Background: an optimization exercise with open tools, aiming at small area. Do not read the settings as production practice. For this run, only the layout was checked, not whether the RTL still works. Power figures rest on the tool's default switching activity, not on a simulated workload.

==> design/flow/design.v <==
module fifo_router (
    input           clock,
    input           resetn,
    input           write_enb,
    input           soft_reset,
    input           read_enb,
    input           lfd_state,
    input [7:0]     data_in,
    output          empty,
    output          full,
    output reg [7:0]data_out
);
    reg [8:0] mem [0:15];
    reg [4:0] wr_ptr, re_ptr;
    reg [7:0] fifo_counter;
    reg lfd_state_s;
    integer i;
    always @(posedge clock) begin
        if (!resetn) 
            lfd_state_s <= 1'b0;
        else
            lfd_state_s <= lfd_state;
    end
    always @(posedge clock) begin
        if (!resetn) 
            {wr_ptr, re_ptr} <= 0;
        else if (soft_reset) 
            {wr_ptr, re_ptr} <= 0;
        else begin
            if (write_enb && !full)
                wr_ptr <= wr_ptr + 1; 
            else
                wr_ptr <= wr_ptr;
            if (read_enb && !empty) 
                re_ptr <= re_ptr + 1;
            else
                re_ptr <= re_ptr;
        end
    end
    always @(posedge clock) begin
        if (!resetn) begin
            fifo_counter <= 0;
        end
        else if (soft_reset) begin
            fifo_counter <= 0;
        end
        else if (read_enb && ! empty) begin
            if (mem[re_ptr[3:0]][8] == 1) begin
                fifo_counter <= mem [re_ptr[3:0]][7:2] + 1;
            end
            else if (fifo_counter != 0) begin
                fifo_counter <= fifo_counter - 1;
            end
        end
    end
    always @(posedge clock) begin
        if (!resetn) begin
            data_out <= 0;
        end
        else if (soft_reset) begin
            data_out <= 8'h00;
        end
        else if (fifo_counter == 0 && data_out != 0) begin
            data_out <= 8'h00;
        end
        else if (read_enb && !empty) begin
            data_out <= mem[re_ptr[3:0]];
        end
    end
    always @(posedge clock) begin
        if (!resetn) begin
            for (i = 0; i < 16; i = i + 1) begin
                mem[i] <= 0;
            end
        end
        else if (soft_reset) begin
            for (i = 0; i < 16; i = i + 1) begin
                mem[i] <= 0;
            end
        end
        else if (write_enb && !full) begin
            mem [wr_ptr[3:0]] <= {lfd_state_s, data_in};
        end
    end
    assign full = (wr_ptr == {~re_ptr[4], re_ptr[3:0]});
    assign empty = (wr_ptr == re_ptr);
endmodule
module router_sync(input [1:0]data_in,input detect_add,write_enb_reg,clk,rst,read_enb_0,read_enb_1,read_enb_2,
empty_1,empty_0,empty_2,full_0,full_1,full_2, 
			output reg[2:0] write_enb,
			output reg fifo_full,
			output vld_out_0,vld_out_1,vld_out_2,
			output reg soft_reset_0,soft_reset_1,soft_reset_2);
reg[1:0] fifo_address;       
reg [4:0] count_fifo_0_sft_rst,
			count_fifo_1_sft_rst,
			count_fifo_2_sft_rst;
always@(posedge clk)
begin
if(!rst)
fifo_address <= 2'd0;
else if(detect_add)
fifo_address<=data_in;
end
always@(posedge clk)
begin
if(write_enb_reg)
begin
case(fifo_address)
	 2'b00: write_enb<=3'b001;
         2'b01: write_enb<=3'b010;
         2'b10: write_enb<=3'b100;
         default: write_enb<=3'b000;
	endcase
	end
else
	write_enb <= 3'b000;
	end
	always@(*)
begin
case(fifo_address)
	2'b00:fifo_full = full_0;
	2'b01:fifo_full = full_1;
	2'b10:fifo_full = full_2;
	default:fifo_full = 0;
	endcase
	end
 assign vld_out_0 = !empty_0;
 assign vld_out_1 = !empty_1;
 assign vld_out_2 = !empty_2;
always@(posedge clk)
begin
if(!rst)
begin
soft_reset_0 <= 0;
count_fifo_0_sft_rst<=0;
end
else if(!vld_out_0)
begin
soft_reset_0 <= 0;
count_fifo_0_sft_rst<=0;
end
else if(read_enb_0)
begin
soft_reset_0 <= 0;
count_fifo_0_sft_rst<=0;
end
else if (count_fifo_0_sft_rst <= 5'd29)
begin
soft_reset_0 <=0;
count_fifo_0_sft_rst <= count_fifo_0_sft_rst+1;
end 
else
begin
soft_reset_0 <= 1;
count_fifo_0_sft_rst <= 0;
end
end
always@(posedge clk)
begin
if(!rst)
begin
soft_reset_1 <= 0;
count_fifo_1_sft_rst<=0;
end
else if(!vld_out_1)
begin
soft_reset_1 <= 0;
count_fifo_1_sft_rst<=0;
end
else if(read_enb_1)
begin
soft_reset_1 <= 0;
count_fifo_1_sft_rst<=0;
end
else if (count_fifo_1_sft_rst <= 5'd29)
begin
soft_reset_1 <=0;
count_fifo_1_sft_rst <= count_fifo_1_sft_rst+1;
end 
else
begin
soft_reset_1 <= 1;
count_fifo_1_sft_rst <= 0;
end
end
	always@(posedge clk)
begin
if(!rst)
begin
soft_reset_2 <= 0;
count_fifo_2_sft_rst<=0;
end
else if(!vld_out_2)
begin
soft_reset_2 <= 0;
count_fifo_2_sft_rst<=0;
end
else if(read_enb_2)
begin
soft_reset_2 <= 0;
count_fifo_2_sft_rst<=0;
end
else if (count_fifo_2_sft_rst <= 5'd29)
begin
soft_reset_2 <=0;
count_fifo_2_sft_rst <= count_fifo_2_sft_rst+1;
end 
else
begin
soft_reset_2 <= 1;
count_fifo_2_sft_rst <= 0;
end
end
endmodule	
module router_reg(
    clk, rst, pkt_valid, data_in, fifo_full, rst_int_reg, detect_add, ld_state, 
    laf_state, full_state, lfd_state, parity_done, low_pkt_valid, error, dout
);
    input [7:0] data_in;
    input clk, rst, pkt_valid, fifo_full, rst_int_reg, detect_add, ld_state, laf_state, full_state, lfd_state;
    output reg parity_done, low_pkt_valid, error;
    output reg [7:0] dout;
    reg [7:0] header_byte, fifo_full_state_byte, internal_parity, packet_parity_byte;
    always @(posedge clk) begin
        if (!rst) begin
            header_byte <= 0;
            fifo_full_state_byte <= 0;
        end else if (detect_add && pkt_valid && data_in[1:0] != 2'b11) begin
            header_byte <= data_in;
        end else if (ld_state && fifo_full) begin
            fifo_full_state_byte <= data_in;
        end
    end
    always @(posedge clk) begin
        if (!rst) begin
            dout <= 0;
        end else if (lfd_state) begin
            dout <= header_byte;
        end else if (ld_state && !fifo_full) begin
            dout <= data_in;  
        end else if (laf_state) begin
            dout <= fifo_full_state_byte;
        end else begin
            dout <= dout;
        end
    end
    always @(posedge clk) begin
        if (!rst) begin
            packet_parity_byte <= 0;
            parity_done <= 0;
        end else if (detect_add) begin
            packet_parity_byte <= 0;
            parity_done <= 0;
        end else if (rst_int_reg) begin
            packet_parity_byte <= 0;
            parity_done <= 0;
        end else if ((ld_state && !fifo_full && !pkt_valid) || (laf_state && !parity_done && low_pkt_valid)) begin
            packet_parity_byte <= data_in;
            parity_done <= 1;
        end
    end
    always @(posedge clk) begin
        if (!rst) begin
            low_pkt_valid <= 0;
        end else if (ld_state && !pkt_valid) begin
            low_pkt_valid <= 1;
        end
    end
    always @(posedge clk) begin
        if (!rst) begin
            internal_parity <= 0;
        end else if (detect_add) begin
            internal_parity <= 0;
        end else if (rst_int_reg) begin
            internal_parity <= 0;   
        end else if (lfd_state) begin
            internal_parity <= internal_parity ^ header_byte;   
        end else if (ld_state && !fifo_full && pkt_valid) begin
            internal_parity <= internal_parity ^ data_in;   
        end else begin
            internal_parity <= internal_parity;   
        end
    end
    always @(posedge clk) begin
        if (!rst) begin
            error <= 0;
        end else if (!parity_done) begin
            error <= 0;
        end else if (internal_parity != packet_parity_byte) begin
            error <= 1;
        end else begin
            error <= 0;
        end
    end
endmodule
module router_fsm (
    input           clock,              
    input           resetn,
    input           pkt_valid,
    input           parity_done,
    input           soft_reset_0,
    input           soft_reset_1,
    input           soft_reset_2,
    input           fifo_full,
    input           low_pkt_valid,
    input           fifo_empty_0,
    input           fifo_empty_1,
    input           fifo_empty_2,
    input [1:0]     data_in,
    output          busy,
    output          detect_add,
    output          ld_state,
    output          laf_state,
    output          full_state,
    output          write_enb_reg,
    output          rst_int_reg,
    output          lfd_state);
    reg [2:0]       present_state, next_state;
    reg [1:0]       fsm_addr;
    parameter       DECODE_ADDRESS      =   3'b000;
    parameter       LOAD_FIRST_DATA     =   3'b001;
    parameter       LOAD_DATA           =   3'b010;
    parameter       FIFO_FULL_STATE     =   3'b011;
    parameter       LOAD_AFTER_FULL     =   3'b100;
    parameter       LOAD_PARITY         =   3'b101;
    parameter       CHECK_PARITY_ERROR  =   3'b110;
    parameter       WAIT_TILL_EMPTY     =   3'b111;
    always @(posedge clock) begin
        if (!resetn) begin
            fsm_addr <= 2'b00;
        end
        else if (detect_add) begin
            fsm_addr <= data_in;
        end
    end
    always @(posedge clock) begin
        if (!resetn) begin
            present_state <= DECODE_ADDRESS;
        end
        else if ((soft_reset_0 && fsm_addr == 2'b00) ||
                 (soft_reset_1 && fsm_addr == 2'b01) ||
                 (soft_reset_2 && fsm_addr == 2'b10)  ) begin
            present_state <= DECODE_ADDRESS;
        end
        else
            present_state <= next_state;
    end
    always @(*) begin
        case (present_state)
            DECODE_ADDRESS    : begin
                                    if ((pkt_valid && (data_in[1:0] == 0) && fifo_empty_0) ||
                                        (pkt_valid && (data_in[1:0] == 1) && fifo_empty_1) ||
                                        (pkt_valid && (data_in[1:0] == 2) && fifo_empty_2) ) begin
                                        next_state     =   LOAD_FIRST_DATA;
                                    end
                                    else if ((pkt_valid && (data_in[1:0] == 0) && !fifo_empty_0) ||
                                        (pkt_valid && (data_in[1:0] == 1) && !fifo_empty_1) ||
                                        (pkt_valid && (data_in[1:0] == 2) && !fifo_empty_2) ) begin
                                        next_state     =   WAIT_TILL_EMPTY;
                                    end
                                    else
                                        next_state     =   DECODE_ADDRESS;
                                end 
            LOAD_FIRST_DATA   : begin
                                    next_state         =  LOAD_DATA;
                                end
            LOAD_DATA         : begin
                                    if (fifo_full) begin
                                        next_state     =   FIFO_FULL_STATE;
                                    end
                                    else if (!fifo_full && !pkt_valid) begin
                                        next_state     =   LOAD_PARITY;
                                    end
                                    else
                                        next_state     =   LOAD_DATA;
                                end
            FIFO_FULL_STATE   : begin
                                    if (!fifo_full) begin
                                        next_state     =   LOAD_AFTER_FULL;
                                    end
                                    else
                                        next_state     =   FIFO_FULL_STATE;
                                end
            LOAD_AFTER_FULL   : begin
                                    if (parity_done) begin
                                        next_state     =   DECODE_ADDRESS;
                                    end
                                    else if (!parity_done && low_pkt_valid) begin
                                        next_state     =   LOAD_PARITY;
                                    end
                                    else if (!parity_done && !low_pkt_valid) begin
                                        next_state     =   LOAD_DATA;
                                    end
                                    else
                                        next_state     =   LOAD_AFTER_FULL;
                                end
            LOAD_PARITY       : begin
                                        next_state     =   CHECK_PARITY_ERROR;
                                end 
            CHECK_PARITY_ERROR: begin
                                    if (!fifo_full) begin
                                        next_state     =   DECODE_ADDRESS;
                                    end
                                    else
                                        next_state     =   CHECK_PARITY_ERROR;
                                end 
            WAIT_TILL_EMPTY   : begin
                                    if ((fifo_empty_0 && (fsm_addr == 0)) ||
                                        (fifo_empty_1 && (fsm_addr == 1)) ||
                                        (fifo_empty_2 && (fsm_addr == 2)) ) begin
                                        next_state     =   LOAD_FIRST_DATA;
                                    end
                                    else
                                        next_state     =   WAIT_TILL_EMPTY;
                                end 
            default           :         next_state     =   DECODE_ADDRESS;
        endcase
    end
    assign  busy        =   ((present_state ==  LOAD_FIRST_DATA) ||
                             (present_state ==  LOAD_PARITY) ||
                             (present_state ==  FIFO_FULL_STATE) ||
                             (present_state ==  LOAD_AFTER_FULL) ||
                             (present_state ==  WAIT_TILL_EMPTY) ||
                             (present_state ==  CHECK_PARITY_ERROR))    ? 1 : 0;
    assign  detect_add  =   ((present_state ==  DECODE_ADDRESS))        ? 1 : 0;
    assign  lfd_state   =   ((present_state ==  LOAD_FIRST_DATA))       ? 1 : 0;
    assign  ld_state    =   ((present_state ==  LOAD_DATA))             ? 1 : 0;
    assign  write_enb_reg=  ((present_state ==  LOAD_DATA) ||
                             (present_state ==  LOAD_AFTER_FULL) ||
                             (present_state ==  LOAD_PARITY))           ? 1 : 0;
    assign  full_state  =   ((present_state ==  FIFO_FULL_STATE))       ? 1 : 0;
    assign  laf_state   =   ((present_state ==  LOAD_AFTER_FULL))       ? 1 : 0;
    assign  rst_int_reg =   ((present_state ==  CHECK_PARITY_ERROR))    ? 1 : 0;
endmodule
module router_top (
    input           clock,
    input           resetn,
    input           read_enb_0,
    input           read_enb_1,
    input           read_enb_2,
    input           pkt_valid,
    input[7:0]      data_in,
    output          valid_out_0,
    output          valid_out_1,
    output          valid_out_2,
    output          error,
    output          busy,
    output[7:0]     data_out_0,
    output[7:0]     data_out_1,
    output[7:0]     data_out_2
);
    wire            fifo_full, rst_int_reg, detect_add, ld_state, laf_state, full_0, full_1, full_2;
    wire            full_state, lfd_state, parity_done, low_pkt_valid, write_enb_reg;
    wire [7:0]      dout;
    wire            soft_reset_0, soft_reset_1, soft_reset_2, fifo_empty_0, fifo_empty_1, fifo_empty_2;
    wire [2:0]      write_enb;
    router_reg register (
        .clk          (clock),
        .rst         (resetn),
        .pkt_valid      (pkt_valid),
        .fifo_full      (fifo_full),
        .rst_int_reg    (rst_int_reg),
        .detect_add     (detect_add),
        .ld_state       (ld_state),
        .laf_state      (laf_state),
        .full_state     (full_state),
        .lfd_state      (lfd_state),
        .data_in        (data_in),
        .parity_done    (parity_done),
        .low_pkt_valid  (low_pkt_valid),
        .error            (error),
        .dout           (dout)
    );
    router_fsm fsm (
        .clock          (clock),
        .resetn         (resetn),
        .pkt_valid      (pkt_valid),
        .parity_done    (parity_done),
        .soft_reset_0   (soft_reset_0),
        .soft_reset_1   (soft_reset_1),
        .soft_reset_2   (soft_reset_2),
        .fifo_full      (fifo_full),
        .low_pkt_valid  (low_pkt_valid),
        .fifo_empty_0   (fifo_empty_0),
        .fifo_empty_1   (fifo_empty_1),
        .fifo_empty_2   (fifo_empty_2),
        .data_in        (data_in[1:0]),
        .busy           (busy),
        .detect_add     (detect_add),
        .ld_state       (ld_state),
        .laf_state      (laf_state),
        .full_state     (full_state),
        .write_enb_reg  (write_enb_reg),
        .rst_int_reg    (rst_int_reg),
        .lfd_state      (lfd_state)
    );
    router_sync synchronizer (
        .detect_add     (detect_add),
        .write_enb_reg  (write_enb_reg),
        .clk         (clock),
        .rst         (resetn),
        .read_enb_0     (read_enb_0),
        .read_enb_1     (read_enb_1),
        .read_enb_2     (read_enb_2),
        .empty_0        (fifo_empty_0),
        .empty_1        (fifo_empty_1),
        .empty_2        (fifo_empty_2),
        .full_0         (full_0),
        .full_1         (full_1),
        .full_2         (full_2),
        .data_in        (data_in[1:0]),
        .vld_out_0      (valid_out_0),
        .vld_out_1      (valid_out_1),
        .vld_out_2      (valid_out_2),
        .soft_reset_0   (soft_reset_0),
        .soft_reset_1   (soft_reset_1),
        .soft_reset_2   (soft_reset_2),
        .fifo_full      (fifo_full),
        .write_enb      (write_enb)
    );
    fifo_router fifo_0 (
        .clock          (clock),
        .resetn         (resetn),
        .write_enb      (write_enb[0]),
        .soft_reset     (soft_reset_0),
        .read_enb       (read_enb_0),
        .lfd_state      (lfd_state),
        .data_in        (dout),
        .full           (full_0),
        .empty          (fifo_empty_0),
        .data_out       (data_out_0)
    );
    fifo_router fifo_1 (
        .clock          (clock),
        .resetn         (resetn),
        .write_enb      (write_enb[1]),
        .soft_reset     (soft_reset_1),
        .read_enb       (read_enb_1),
        .lfd_state      (lfd_state),
        .data_in        (dout),
        .full           (full_1),
        .empty          (fifo_empty_1),
        .data_out       (data_out_1)
    );
    fifo_router fifo_2 (
        .clock          (clock),
        .resetn         (resetn),
        .write_enb      (write_enb[2]),
        .soft_reset     (soft_reset_2),
        .read_enb       (read_enb_2),
        .lfd_state      (lfd_state),
        .data_in        (dout),
        .full           (full_2),
        .empty          (fifo_empty_2),
        .data_out       (data_out_2)
    );
endmodule
==> design/flow/run.sh <==
#!/bin/bash
# synth_recipe.tcl (not shown) runs the flow's synth.tcl, then flattens the netlist and writes it again
# the make line also repeats each setting of config.mk as NAME=value (left out here)
make -C /OpenROAD-flow-scripts/flow DESIGN_CONFIG=/design/flow/config.mk WORK_HOME=/design/flow/orfs CLKGATE_MAP_FILE= SYNTH_SCRIPT=/design/flow/synth_recipe.tcl finish
==> design/flow/config.mk <==
export PLATFORM = sky130hd
export DESIGN_NAME = router_top
export DESIGN_NICKNAME = router_top
export VERILOG_FILES = /design/flow/design.v
export SDC_FILE = /design/flow/constraint.sdc
export NUM_CORES = 4
export LEC_CHECK = 0
export CAP_MARGIN = 20
export CORE_MARGIN = 2
export CORE_UTILIZATION = 40
export SLEW_MARGIN = 20
==> design/flow/constraint.sdc <==
create_clock -name core_clock -period 5.0 [get_ports {clock}]
set_input_delay 1.0000 -clock core_clock [delete_from_list [all_inputs] [get_ports {clock}]]
set_output_delay 1.0000 -clock core_clock [all_outputs]
set_load 0.01 [all_outputs]
==> notes.md <==
-- power by group --
| part | internal (mW) | switching [mW] |
|---|---|---|
| combinational | 0.761 | 1.06 |
| sequential | 5.49 | 0.314 |
| clock | 2.89 | 1.95 |
-- placed cells by master, fill, tap and decap left out, types with 24 or more instances in the layout --
| cell type | n |
|---|---|
| clkdlybuf4s50_1 | 42 |
| mux4_2 | 119 |
| and2_1 | 438 |
| edfxtp_1 | 432 |
| nand3_1 | 30 |
| inv_1 | 28 |
| xor2_1 | 54 |
| mux2i_1 | 42 |
| buf_4 | 69 |
| nand2b_1 | 24 |
| clkbuf_16 | 61 |
| a21oi_1 | 57 |
| a22oi_1 | 30 |
| nor3_1 | 37 |
| ha_1 | 30 |
| o21ai_0 | 50 |
| nor2_1 | 165 |
| dfxtp_1 | 149 |
| xnor2_1 | 24 |
| nand2_1 | 114 |
-- worst reg2reg max path, delay by kind of cell, from the launching register on --
| family | cells | cell delay (ns) |
|---|---|---|
| simple gates | 1 | 0.18 |
| flops | 1 | 1.02 |
| compound gates | 3 | 0.82 |
| mux | 3 | 1.38 |
-- layout make-up --
cell class,count,area (um2)
clock buffer,70,1580
clock inverter,46,553.0
fill,5912,36320
inverter,28,105.1
multi-input combinational,1370,10340
sequential,592,16200
tap,873,1092
timing repair buffer,112,965.9
-- metal layers --
layer,global-route usage [%],vias up,wire length (um)
met5,0,-,0
met4,5.482,0,1591
met3,2.387,97,3301
met2,30.64,432,30780
met1,25.98,8365,28810
li1,-,7756,-
-- cells by family after synthesis --
group	after synthesis	share of synthesized area [%]
adders and majority gates	30	1.383
AOI/OAI and AO/OA	218	4.989
buffers and inverters	149	2.319
DFF	592	59.61
xor gates and xnor gates	78	2.518
muxes	161	11.43
and+or+nand+nor	883	17.75
-- per-stage QoR --
stage               worst slack (ns)  util (%)  cells
floorplan                      2.294         -   2111
global placement              0.9866     42.68   2974
detailed placement            0.8152     42.68   2974
CTS                            1.092     45.85   3090
global route                  0.9266     45.91   3091
finish                         1.108     45.91   3091
-- worst paths after layout --
kind                                                       from                             endpoint  slack (ns)
worst max-delay path              fifo_1.wr_ptr[2]$_SDFFE_PP0N_                          valid_out_1        1.11
worst min-delay path            fifo_2.data_out[7]$_SDFFE_PP0P_      fifo_2.data_out[7]$_SDFFE_PP0P_        0.47
worst max register to register                        flip-flop  fifo_1.fifo_counter[4]$_SDFFE_PP0P_        1.51
worst min register to register  fifo_2.data_out[7]$_SDFFE_PP0P_      fifo_2.data_out[7]$_SDFFE_PP0P_        0.47
==> notes.md <==
Clock Skew=0.01323 ns; Avg Inst Size Synth=12.85 um2; Main synth FF type=edfxtp_1; initial antenna violation count=0; Req. time, crit path=4.00 ns; overall die area=69,930 um2; Worst setup EP type=output pin; die height=264.5 um; top flop regs=fifo_0.mem x144, fifo_1.mem x144, fifo_2.mem x144; Port Buffer Count=42; crit path DAT=2.89 ns; crit share post-route=77.84%; WHS Path Cells=2; RSZ-0062 raised after global routing=no; initial DRC count=1,287; status=complete, no violations; cts bufs inserted=61; CP top delay family=simple AND/OR/NAND/NOR gates; dominant cell type by area after synthesis=edfxtp_1; most frequent cell after synthesis=and2_1; Critical Path, Cell by Cell=xnor2_1 > nand4_1 > nor2_1 > inv_1 > clkdlybuf4s50_1; DR pass1 iterations=5; Worst R2R Path Depth=7; Max FO, Critical Path=10; Peak VDD IR=0.3240 mV; fmax=256.9 MHz; layout cell share with drive strength beyond 1=14.02%; Starting Density=40.40%; global-route wire length before repair=100,700 um; deepest clock path buffer count=3; critical path's largest stage delay=0.61 ns; Setup TNS Final=0 ns; final WL=64,480 um; Leakage Power=11.01 nW; post-route minimum period=3.892 ns; cell depth of the worst setup path=5; vias post-DR=16,650; area grow syn2layout=13.64%; final setup violation count=0; hold buffers post-CTS=0; hold_ws=0.4684 ns; relative slew slack=27.75%; # DRC=0; Hold Vio Cnt, Final=0; Die Width=264.5 um; Core Rows=95; Setup Crit Path Kind=flip-flop to output pin; Post-Syn Instances=2,111; core box area=67,160 um2; placer congestion estimate=0.8343; pin count of the biggest net entering global routing=50; CTS H-tree lvls=2; Seq/Total Area, Yosys=59.61%; Synth top cells by count=and2_1 (438), edfxtp_1 (432), nor2_1 (166), dfxtp_1 (160), mux4_2 (119); post-route design area=30,830 um2; Synth Register Bits=592; Skew-Pair Late Insertion Delay=0.63 ns; placed inst area=28,660 um2; Post-DP HPWL=41,980 um; Sink Count=592; nets@finish=2,209; via count of the first global-routing pass=16,840; number of flops mapped to enable cells by yosys=432; CP bufs+invs=2; CTS tree=built; PostCTS Resize Cnt=0; Slowest-stage cell, CP=dfxtp_1; Synth async-reset ratio=0%; post-DR wirelength/cell=20.86 um; routed vias/inst=5.387; setup repair bufs after CTS=0; Tot GR Track Use=18.65%; Synth top area share=47.81%; synthesized area=27,130 um2; Worst Hold Class=flip-flop to flip-flop; Slew Viols, Final=0; Least-Margin Pin Slew=1.054 ns; total power=12.47 mW; # IOs=43; Synthesized Nets=2,155; antenna-violating nets left=0; synth warn=4; max-cap violations=0; CP startpoint kind=flip-flop; # diodes=0; Synth cell types=61; Pwr Density=404.5 nW/um2; Congestion Overflow GR=0; largest cells by area after synthesis=edfxtp_1 (48%), dfxtp_1 (12%), and2_1 (10%), mux4_2 (9.9%), nor2_1 (2.3%); Clock transition at path regs=0.06 ns; CTS root buf=clkbuf_16

==> port drivers added, routing unchanged <==
The results above use ideal ports. As a check the final layout listed here was re-extracted and re-timed, cells and wires unchanged. Step 1 (the two cells are an assumption about what drives the block):
set clk [get_ports {clock}]
set_driving_cell -lib_cell sky130_fd_sc_hd__clkbuf_16 $clk
set_driving_cell -lib_cell sky130_fd_sc_hd__buf_2 [delete_from_list [all_inputs] $clk]
Step 2, shift: input delay + t, output delay - t, t = (earliest + latest rising clock arrival at the registers) / 2. This alone moves slack from input paths to output paths. Three values: ideal, step 1, step 2; two values: the first two.
shift t [ns]: 0.680
slack for setup (ns): 1.108 / 1.048 / 0.777
worst setup path at the end: input to register
worst data-port slew with drivers (ns): 0.06
After both steps this run still meets setup and hold. The setup slack of this run moves by -0.060 ns with the drivers and by -0.331 ns with both steps.
